What follows belongs to an exercise in optimizing a design on an open flow for small area; a production flow would make more cautious choices.
In this exercise RTL edits were held to simulation tests only and were not proved equivalent to the original.
No activity file was given, so power comes from the tool's default toggle rates.

File: flow/design.v
module cpu_aoi222(a0, s0, a1, s1, a2, s2, y);
input a0, s0, a1, s1, a2, s2;
output y;
assign y = ~((a0 & s0) | (a1 & s1) | (a2 & s2));
endmodule
module cpu_a2bb2oi(an, sn, b, s, y);
input an, sn, b, s;
output y;
assign y = ~((~an & ~sn) | (b & s));
endmodule
module cpu_addbit(a, b, x, y, ci, s, co);
input a, b, x, y, ci;
output s, co;
wire q = b ? x : y;
assign {co, s} = a + q + ci;
endmodule
module cpu_nor2(a, b, y);
input a, b;
output y;
assign y = ~(a | b);
endmodule
module cpu_nand3(a, b, c, y);
input a, b, c;
output y;
assign y = ~(a & b & c);
endmodule
module cpu_nand2(a, b, y);
input a, b;
output y;
assign y = ~(a & b);
endmodule
module cpu_dec(n, en_r, en_w, rs, we);
input [3:0] n;
input en_r, en_w;
output [15:0] rs, we;
wire [3:0] nn = ~n;
wire [3:0] lo_n, hr_n, hw_n;
genvar j, k;
generate for (j = 0; j < 4; j = j + 1) begin : g_pre
	cpu_nand2 u_lo(.a(j[0] ? n[0] : nn[0]), .b(j[1] ? n[1] : nn[1]), .y(lo_n[j]));
	cpu_nand3 u_hr(.a(j[0] ? n[2] : nn[2]), .b(j[1] ? n[3] : nn[3]), .c(en_r), .y(hr_n[j]));
	cpu_nand3 u_hw(.a(j[0] ? n[2] : nn[2]), .b(j[1] ? n[3] : nn[3]), .c(en_w), .y(hw_n[j]));
end endgenerate
generate for (k = 0; k < 16; k = k + 1) begin : g_out
	cpu_nor2 u_r(.a(hr_n[k/4]), .b(lo_n[k%4]), .y(rs[k]));
	cpu_nor2 u_w(.a(hw_n[k/4]), .b(lo_n[k%4]), .y(we[k]));
end endgenerate
endmodule
module cpu(out, in, clk, reset);
input  [7:0] in;
input        clk, reset;
output [7:0] out;
reg  [7:0] out;
reg  [7:0] reg_a, reg_b, reg_c;
reg  [7:0] mem [0:15];
reg  [3:0] op;      
reg  [3:0] n;       
reg        s1, s0;
wire ex    = ~s1 & ~s0;
wire two_a = s1 & ~s0;
wire two_c = s1 &  s0;
reg  [3:0] enc_in;
always @(*) begin
	case (in[7:4])
	4'h0: enc_in = 4'b0001;  4'h1: enc_in = 4'b0110;  4'h2: enc_in = 4'b0100;  4'h3: enc_in = 4'b0011;
	4'h4: enc_in = 4'b0101;  4'h5: enc_in = 4'b0000;  4'h6: enc_in = 4'b1000;  4'h7: enc_in = 4'b1001;
	4'h8: enc_in = 4'b1010;  4'h9: enc_in = 4'b1011;  4'ha: enc_in = 4'b1100;  4'hb: enc_in = 4'b1101;
	4'hc: enc_in = 4'b0111;  4'hd: enc_in = 4'b1110;  4'he: enc_in = 4'b1111;  default: enc_in = 4'b0010;
	endcase
end
wire is_not = (op == 4'b0000);
wire is_nop = (op == 4'b0010);
wire is_outm= (op == 4'b0111);
wire op_alu = ex & ~op[3] & ~is_nop & ~is_outm;    
wire op_add = op_alu & ~is_not;                    
wire op_not = ex & is_not;
wire op_lda = ex & (op == 4'b1000);
wire op_ldb = ex & (op == 4'b1001);
wire op_sti = ex & (op == 4'b1010);
wire op_stc = ex & (op == 4'b1011);
wire op_ldm = ex & (op == 4'b1100);
wire op_outc= ex & (op == 4'b1101);
wire op_outm= ex & is_outm;
wire op_ac  = ex & (op == 4'b1110);
wire op_bc  = ex & (op == 4'b1111);
wire op_nop = ex & is_nop;
wire add_x = op[0];
wire add_y = op[1];
wire cin   = op[2];
wire [8:0] c;
wire [7:0] sum;
assign c[0] = cin;
genvar i, b;
generate for (i = 0; i < 8; i = i + 1) begin : g_add
	cpu_addbit u_add(.a(reg_a[i]), .b(reg_b[i]), .x(add_x), .y(add_y),
	                 .ci(c[i]), .s(sum[i]), .co(c[i+1]));
end endgenerate
wire nr = ~reset;
wire sel_in  = nr & (op_lda | op_ldb | op_sti);
wire sel_c   = nr & (op_stc | op_outc | op_ac | op_bc);
wire sel_add = nr & op_add;
wire seln_not = ~(nr & op_not);
wire sel_mem = nr & s1;
wire [15:0] rs, we;
wire wr_mem = op_sti | op_stc;
cpu_dec u_dec(.n(n), .en_r(sel_mem), .en_w(wr_mem), .rs(rs), .we(we));
wire [7:0] bus;
generate for (b = 0; b < 8; b = b + 1) begin : g_bus
	wire [6:0] g;
	for (i = 0; i < 5; i = i + 1) begin : g_m
		cpu_aoi222 u_m(.a0(mem[3*i][b]),   .s0(rs[3*i]),
		               .a1(mem[3*i+1][b]), .s1(rs[3*i+1]),
		               .a2(mem[3*i+2][b]), .s2(rs[3*i+2]), .y(g[i]));
	end
	cpu_aoi222 u_r(.a0(in[b]), .s0(sel_in), .a1(reg_c[b]), .s1(sel_c),
	               .a2(sum[b]), .s2(sel_add), .y(g[5]));
	cpu_a2bb2oi u_n(.an(reg_a[b]), .sn(seln_not), .b(mem[15][b]), .s(rs[15]),
	                .y(g[6]));
	assign bus[b] = ~&g;
end endgenerate
wire ld_a   = reset | op_lda | op_ac;
wire ld_b   = reset | op_ldb | op_bc;
wire ld_c   = reset | op_alu | two_a;
wire ld_out = reset | two_c | op_sti | op_stc | op_ldm | op_outc | op_outm | op_nop;
wire s1_nx = nr & (op_ldm | op_outm);
wire s0_nx = reset | op_lda | op_ldb | op_sti | op_outm;
always @(posedge clk) begin
	s1 <= s1_nx;
	s0 <= s0_nx;
	op <= enc_in;
	if (!s1_nx)
		n <= in[3:0];
	if (ld_a)   reg_a <= bus;
	if (ld_b)   reg_b <= bus;
	if (ld_c)   reg_c <= bus;
	if (ld_out) out   <= bus & {8{~wr_mem}};
end
generate for (i = 0; i < 16; i = i + 1) begin : g_mem
	always @(posedge clk)
		if (we[i]) mem[i] <= bus;
end endgenerate
endmodule
File: flow/flow/run.sh
#!/bin/bash
# The standard ORFS layout, with two changes made through ORFS's own variables:
# a clock tree of clkbuf_8 without dummy loads, and power recovery (downsizing
# of gates off the critical paths) after global routing.
set -euo pipefail
export CTS_ARGS="-sink_clustering_enable -repair_clock_nets -dont_use_dummy_load -buf_list sky130_fd_sc_hd__clkbuf_8"
export RECOVER_POWER=100
bash standard.sh > standard.log 2>&1
File: flow/standard.sh
#!/bin/bash
# synth_recipe.tcl (not shown) runs the flow's synth.tcl, then flattens the netlist and writes it again
# the make line also repeats each setting of config.mk as NAME=value (left out here)
make -C /OpenROAD-flow-scripts/flow DESIGN_CONFIG=/design/flow/config.mk WORK_HOME=/design/flow/orfs CLKGATE_MAP_FILE= SYNTH_SCRIPT=/design/flow/synth_recipe.tcl "${@:-finish}"
File: flow/config.mk
export PLATFORM = sky130hd
export DESIGN_NAME = cpu
export DESIGN_NICKNAME = cpu
export VERILOG_FILES = /design/flow/design.v
export SDC_FILE = /design/flow/constraint.sdc
export NUM_CORES = 4
export LEC_CHECK = 0
export CAP_MARGIN = 20
export CORE_MARGIN = 2
export CORE_UTILIZATION = 40
export SLEW_MARGIN = 20
export SYNTH_HIERARCHICAL = 1
File: flow/constraint.sdc
create_clock -name core_clock -period 5.0 [get_ports {clk}]
set_input_delay 1.0000 -clock core_clock [delete_from_list [all_inputs] [get_ports {clk}]]
set_output_delay 1.0000 -clock core_clock [all_outputs]
set_load 0.01 [all_outputs]
==> impl_metrics.ini, run 1 <==
[pwr]
ir_worst_vdd_uv = 136
pwr-share-comb = 0.097
switching_power_w = 0.000588
p_int_w = 0.00204
power_frac_seq = 0.633
sw_frac_of_total = 0.223
clockPowerShare = 0.269
leakagePower_nw = 2.49
powerDensity_mw_per_mm2 = 349
total_power_w = 0.00263

[placement]
place_congestion = 0.795
dp_cells = 625
port_buffers = 17
hpwlAfterDp_mm = 9.81

[detailed_routing]
routed_via_density = 5.84
first_pass_iters = 6
drc_errors = 0
drtIter0Drc = 549
vias = 3766
ant_nets = 0
wl_per_cell_um = 22.6
drt_wl_total_mm = 14.6

[worst_setup_path]
crit_path_cell_trace = mux2_4 -> fa_2 -> fa_2 -> fa_2 -> fa_2 -> fa_2 -> fa_2 -> fa_2 -> fa_1 -> a222oi_1 -> and4_1 -> nand4_1 -> buf_6 -> buf_6
start_kind = flop
critPathBufInv = 2
crit_top_cell = fa_2
arrival_ns = 4.98
cp.required_ns = 5.21
end_kind = flop
crit_slowest_cell = fa_1
critPathKind = reg2reg
cp_top_family = adder cells
cpPeakStageDelay_ns = 0.43
cp_max_fo = 9

[yosys]
synth_compound_area_frac = 0.110
synth-adder-area-share = 0.0310
synth_edf_count = 164
synthFlopType = edfxtp_1
syn_avg_cell_area_um2 = 18.1
yosysUniqueCellTypes = 39
yosysWarnings = 9
synth-simple-area-share = 0.0721
synth_top_family_by_area = compound AO/OA/AOI/OAI gates
synth_mux_area_frac = 0.0179
syn_area_mm2 = 0.00670
synthesis.nets = 391
ys_async_sr_fraction = 0
ys_ff_latch = 170
netlist_instances = 370
yosysSeqAreaShare = 0.754
synth_xor_area_frac = 0.00262

[sta]
fin_crit_sh = 0.955
tns_ns = 0
hold_viol = 0
whs_ns = 0.653
period_minus_slack_ns = 4.77
worst_pin_slew_ns = 1.09
setup_viol = 0
clock_skew_ns = 0.0172
slew_headroom = 0.275
slew_violations = 0
clock.fmax_ghz = 0.209

[cells_and_area]
antenna_cells = 0
syn_to_final_growth_pct = 12.6
fin_nets = 448
final_cell_mix = edfxtp_1 (164), a222oi_1 (48), nor2_1 (34), clkbuf_8 (17)
instances_no_fill = 645
final_common_cell = edfxtp_1
drive_above_1_share = 0.153

[grt]
antenna_found_initial = 0
grt_pass1_wl_mm = 22.0
grt_max_degree = 21
track_usage = 0.172
grt_pass1_vias = 3653
globalRouteOverflowTotal = 0

[clocking]
clkLatencyLatePin_ns = 0.46
clock_sinks = 170
clockBufferDepth = 2
cts_root_buf = clkbuf_8
cts.hold.buffers_added = 0
path_clk_slew_ns = 0.08
cts_tree = built
h-tree-depth = 4
cts-buffers-inserted = 17

[floorplan]
initial_core_util = 0.407
coreArea_mm2 = 0.0165
dieWidth_um = 133
die_h_um = 133
die_area_mm2 = 0.0178
rows = 47
design.portCount = 18

[outcome]
status = complete, no violations

[min_path]
hp-class = reg2reg

[flow_run]
drv_cap = 0
[Yosys cell counts (all sizes together), types with 4 or more instances]
master,count,area share
nor2,35,0.020
a2bb2oi,8,0.018
buf,4,0.0067
a222oi,48,0.072
fa,8,0.024
and4,8,0.010
nand2,6,0.0034
edfxtp,164,0.74
nand3,12,0.0090
dfxtp,6,0.018
nor2b,11,0.010
inv,8,0.0045
nand4,8,0.0075
mux2,8,0.018
[flip-flops by register name, indices dropped and copies added (netlist names), 4 cells and up]
signal	count
mem	128
out	8
reg_a	8
reg_b	8
reg_c	8
n	4
op	4
[cell type report]
type / instances / area, um^2
fillers: 1393 / 8930
flip-flops and latches: 170 / 5040
multi-input cells: 186 / 1590
repair buffers: 44 / 360
well taps: 220 / 275
clock buffers: 17 / 234
inverters: 8 / 30.0
[cell families after synthesis]
| logic type | after synthesis |
|---|---|
| flip-flops | 170 |
| AND/OR/NAND/NOR | 90 |
| AO/OA/AOI/OAI | 74 |
| buffers and inverters | 14 |
| adder cells (fa/ha/maj) | 12 |
| multiplexers | 8 |
| XOR/XNOR | 2 |
[modules after synthesis (local to each module, per instance)]
module | flops+latches | area (um^2) | cells inside | times used
cpu_addbit | 0 | 35.0 | 2 | 8
cpu_nand3 | 0 | 5.00 | 1 | 8
cpu_dec | 0 | 15.0 | 4 | 1
cpu_nand2 | 0 | 3.75 | 1 | 4
cpu_nor2 | 0 | 3.75 | 1 | 32
cpu_a2bb2oi | 0 | 15.0 | 1 | 8
cpu_aoi222 | 0 | 10.0 | 1 | 48
cpu | 170 | 5620 | 250 | 1
[repair_timing]
action                     CTS  global route
resized for setup            0             9
setup endpoints to repair    0            20
setup buffers                0             1
[routing by layer]
layer	vias to the layer above	global-route usage	routed length, um
met1	1910	0.237	6460
met3	22	0.0441	885
met5	-	0	0
li1	1692	-	-
met4	0	0.0851	463
met2	142	0.255	6750
[tightest hold or removal path: stages (launching register included)]
cell	delay, ns
edfxtp_1	0.34
a2bb2oi_2	0.07
a41oi_2	0.13
[power by group through the flow]
stage | combinational [W] | sequential, W | clock [W]
final | 0.000256 | 0.00167 | 0.000709
after CTS | 0.000262 | 0.00167 | 0.000728
after global routing | 0.000284 | 0.00167 | 0.000785
after global placement | 0.000254 | 0.00170 | 0
after floorplan | 0.000147 | 0.00170 | 0
after detailed placement | 0.000261 | 0.00170 | 0
[through the flow]
step	cell area [um^2]	util	setup slack, ns
floorplan	6710	-	0.00210
global placement	7290	0.442	0.158
detailed placement	7290	0.442	0.103
CTS	7520	0.457	0.0917
global route	7540	0.458	-0.00320
finish	7540	0.458	0.226
[path summary, 6_finish.rpt]
path	from	endpoint	slack, ns	depth (start not counted)
worst max-delay path	reg_b[0]	mem[1][7]	0.23	14
worst min-delay path	mem[15][6]	out[6]	0.65	2
worst max register to register	reg_b[0]	mem[1][7]	0.23	14
worst min register to register	mem[15][6]	out[6]	0.65	2
==> inputs of run 2 (changes only) <==
==> flow/flow/run.sh (replaced) <==
#!/bin/bash
# The standard ORFS layout (standard.sh), steered through ORFS's own variables:
#  - port buffers are buf_1 (the smallest buffer) instead of the resizer's pick;
#  - after floorplan, every combinational cell is swapped to the smallest cell
#    of its family (flow/downsize.tcl); later repair steps upsize where needed;
#  - a clock tree of clkbuf_8 without dummy loads;
#  - power recovery (downsizing off the critical paths) after global routing.
set -euo pipefail
here=$(pwd)
export BUFFER_PORTS_ARGS="-buffer_cell sky130_fd_sc_hd__buf_1"
export POST_FLOORPLAN_TCL="$here/flow/downsize.tcl"
export CTS_ARGS="-sink_clustering_enable -repair_clock_nets -dont_use_dummy_load -buf_list sky130_fd_sc_hd__clkbuf_8"
export RECOVER_POWER=100
bash standard.sh > standard.log 2>&1
==> flow/flow/downsize.tcl (new file) <==
# Swap every combinational cell to the smallest-area cell of its family
# (same name up to the drive-strength suffix); the later repair steps
# upsize again wherever slew, capacitance or timing needs it.
proc ds_family {name} {
  if {[regexp {^(sky130_fd_sc_hd__[a-z0-9]+)_[0-9]+$} $name -> fam]} { return $fam }
  return ""
}
set ds_db [ord::get_db]
set ds_best [dict create]
foreach lib [$ds_db getLibs] {
  foreach m [$lib getMasters] {
    set fam [ds_family [$m getName]]
    if {$fam eq ""} continue
    set lc [get_lib_cells -quiet */[$m getName]]
    if {$lc eq "" || [get_property $lc dont_use]} continue
    set a [expr {[$m getWidth] * [$m getHeight]}]
    if {![dict exists $ds_best $fam] || $a < [lindex [dict get $ds_best $fam] 1]} {
      dict set ds_best $fam [list $m $a]
    }
  }
}
set ds_n 0
foreach inst [[ord::get_db_block] getInsts] {
  set m [$inst getMaster]
  set name [$m getName]
  if {[regexp {df|dl|edf|sdf|conb|tap|fill|decap|clkbuf|clkinv|diode} $name]} continue
  set fam [ds_family $name]
  if {$fam eq "" || ![dict exists $ds_best $fam]} continue
  set best [lindex [dict get $ds_best $fam] 0]
  if {$best ne $m && [lindex [dict get $ds_best $fam] 1] < [$m getWidth] * [$m getHeight]} {
    replace_cell [get_cells [$inst getName]] [get_lib_cells */[$best getName]]
    incr ds_n
  }
}
puts "downsize: swapped $ds_n instances to their family's smallest cell"
--- a/flow/config.mk
+++ b/flow/config.mk
@@ -7,6 +7,6 @@
 export LEC_CHECK = 0
 export CAP_MARGIN = 20
 export CORE_MARGIN = 2
-export CORE_UTILIZATION = 40
+export CORE_UTILIZATION = 55
 export SLEW_MARGIN = 20
 export SYNTH_HIERARCHICAL = 1
==> run 2 against run 1 <==
- sequential power about the same
- clock power about the same
- critical path depth unchanged
- clock-buffer cell count unchanged
- synthesized cell count unchanged
- worst setup slack worse by 0.14 ns
- largest cell class unchanged
- core utilization rose by 14 points
- still clean
- synthesized area unchanged
- largest power group unchanged
- register-to-register slack got worse by 0.14 ns
- die area shrank 27%
==> impl_metrics.ini, run 2 <==
[grt]
grt_pass1_vias = 3586
globalRouteOverflowTotal = 0
track_usage = 0.240
grt_max_degree = 18
antenna_found_initial = 0
grt_pass1_wl_mm = 22.0

[yosys]
syn_area_mm2 = 0.00670
synth_edf_count = 164
yosysTopAreaCellShare = 0.736
netlist_instances = 370
yosysWarnings = 9
synth_top_cell_by_area = edfxtp_1
syn_avg_cell_area_um2 = 18.1
yosysMostFrequentCell = edfxtp_1
ys_top_cells_by_count = edfxtp_1 (164), a222oi_1 (48), nor2_1 (34)
yosysUniqueCellTypes = 39
synth_area_leaders = edfxtp_1 (74%), a222oi_1 (7.2%), fa_1 (2.4%)
ys_ff_latch = 170
synthesis.nets = 391
ys_async_sr_fraction = 0
synthFlopType = edfxtp_1
yosysSeqAreaShare = 0.754

[worst_setup_path]
cp.required_ns = 5.20
crit_top_cell = fa_2
cp_max_fo = 8
arrival_ns = 5.12
cpPeakStageDelay_ns = 0.45
end_kind = flop
cp_top_family = adder cells
r2r-end = mem[10][7]
critPathBufInv = 2
crit_path_cell_trace = mux2_4 -> fa_2 -> fa_2 -> fa_2 -> fa_2 -> fa_2 -> fa_2 -> fa_2 -> fa_1 -> a222oi_1 -> and4_1 -> nand4_1 -> buf_6 -> buf_4
r2r_setup_slack_ns = 0.09
critPathKind = reg2reg
crit_slowest_cell = fa_1
r2r_start = reg_b[0]
rr_worst_depth = 14
start_kind = flop

[cells_and_area]
antenna_cells = 0
largest_register = mem
syn_to_final_growth_pct = 6.77
n_fill_cell = 917
largest_reg_flops = 128
drive_above_1_share = 0.0797
fin_nets = 437
final_cell_mix = edfxtp_1 (164), a222oi_1 (48), nor2_1 (35), clkbuf_8 (17), buf_1 (14)
final_common_cell = edfxtp_1
stdcell_area_mm2 = 0.00715

[clocking]
clkLatencyLatePin_ns = 0.46
h-tree-depth = 4
cts_root_buf = clkbuf_8
clockBufferDepth = 2
cts-buffers-inserted = 17
path_clk_slew_ns = 0.09
clock_sinks = 170
cts_tree = built
cts.hold.buffers_added = 0

[min_path]
hold_depth = 2
min_to = mem[11][2]
hp-class = reg2reg
hold_path_startpoint = mem[4][2]

[detailed_routing]
drtIter0Drc = 643
ant_nets = 0
drt_wl_total_mm = 14.5
wl_per_cell_um = 25.8
first_pass_iters = 9
drc_errors = 0
vias = 3725
routed_via_density = 6.64

[sta]
slew_headroom = 0.381
period_minus_slack_ns = 4.91
slew_violations = 0
fin_crit_sh = 0.983
clock_skew_ns = 0.0256
hold_viol = 0
worst_pin_slew_ns = 0.929
setup_viol = 0
rsz0062_at_grt = true
clock.fmax_ghz = 0.204
tns_ns = 0

[floorplan]
rows = 40
design.portCount = 18
die_h_um = 114
die_area_mm2 = 0.0131
initial_core_util = 0.560
dieWidth_um = 114
coreArea_mm2 = 0.0120

[pwr]
ir_worst_vdd_uv = 210
powerDensity_mw_per_mm2 = 364
leakagePower_nw = 2.32

[placement]
place_congestion = 0.749
place_area_mm2 = 0.00690
hpwlAfterDp_mm = 9.72
port_buffers = 17

[outcome]
status = complete, no violations

[flow_run]
drv_cap = 0
[run 2: cell counts after synthesis]
No cell type changed its count.
[run 2: cell type report]
type	instances	area, um^2	area share
inverters	8	30.0	0.00420
clock buffers	17	234	0.0327
repair buffers	33	159	0.0222
well taps	147	184	0.0257
flip-flops and latches	170	5040	0.706
multi-input cells	186	1500	0.209
[run 2: kinds of logic after synthesis]
family | synth area share
AO/OA/AOI/OAI | 0.110
flip-flops | 0.754
buffers and inverters | 0.0123
AND/OR/NAND/NOR | 0.0721
XOR/XNOR | 0.00262
adder cells (fa/ha/maj) | 0.0310
multiplexers | 0.0179
[run 2: layer usage]
metal,global-route usage,vias up,wire [um]
met3,0.0482,30,834
met2,0.373,158,7040
li1,-,1661,-
met5,0,-,0
met1,0.337,1876,6190
met4,0.102,0,401
[run 2: what timing repair did]
action | in CTS | in global routing
resized for setup | 11 | 1
buffers inserted | 1 | 0
gates cloned | 1 | 0
endpoints found under the setup margin | 33 | 18
pin swaps | 4 | 8
[run 2: power by group]
part	total, W	switching [W]	internal [W]
registers	0.00166	0.0000243	0.00164
clock network	0.000706	0.000406	0.000300
logic	0.000233	0.000152	0.0000804
[run 2: through the flow]
step | cells | worst slack (ns) | hold WS [ns] | utilization | power (W)
3_5_place_dp | 542 | -0.428 | 0.648 | 0.577 | 0.00192
4_1_cts | 561 | 0.0128 | 0.678 | 0.600 | 0.00262
5_1_grt | 561 | -0.0230 | 0.729 | 0.598 | 0.00269
2_1_floorplan | 370 | 0.00210 | 0.591 | - | 0.00185
3_3_place_gp | 542 | -0.333 | 0.641 | 0.577 | 0.00192
6_report | 561 | 0.0864 | 0.674 | 0.598 | 0.00260
[run 2: worst max-delay path by stage]
| stage | from | end | slack, ns | depth (start not counted) |
|---|---|---|---|---|
| finish | reg_b[0] | mem[10][7] | 0.09 | 14 |
| floorplan | reg_b[0] | out[7] | 0.002 | 13 |
| detailed placement | reg_b[0] | mem[14][7] | -0.43 | 13 |
| CTS | reg_b[0] | mem[10][7] | 0.01 | 14 |
| global route | reg_b[0] | out[7] | -0.02 | 14 |
| global placement | reg_b[0] | mem[12][7] | -0.33 | 13 |
[run 2: Yosys stat by module (local to each module, per instance), a selection]
module | cell area [um^2] | copies in the design
cpu_addbit | 35.0 | 8
cpu_nand3 | 5.00 | 8
cpu_nand2 | 3.75 | 4
cpu | 5620 | 1
cpu_nor2 | 3.75 | 32
cpu_aoi222 | 10.0 | 48
[run 2: worst min-delay path, stage by stage (launching register included)]
cell      delay, ns
edfxtp_1       0.34
a222oi_1       0.06
nand4_1        0.15

==> separate check: timing with driven ports <==
In the flow no input, the clock included, has a driving cell. The finished layouts below were timed again as built, in two steps. Step 1 assumes that a clkbuf_16 drives the clock port and a buf_2 every other input. Step 2 also shifts input and output timing later by t, the mid clock arrival at the registers, as if the neighbouring blocks saw the same clock. Slacks: no drivers / after step 1 / after step 2; pairs: no drivers / after step 1.
run	shift t [ns]	slack for setup (ns)	worst hold slack (ns)	worst slew at a driven data input, ns
run 1	0.489	0.226 / 0.226 / 0.075	0.653 / 0.653 / 0.653	0.03
run 2	0.481	0.086 / 0.086 / 0.086	0.674 / 0.674 / 0.674	0.03
After both steps every run listed still meets setup and hold. For run 1, which loses most, drivers alone change the setup slack by 0.000 ns; drivers and shift together by -0.151 ns.
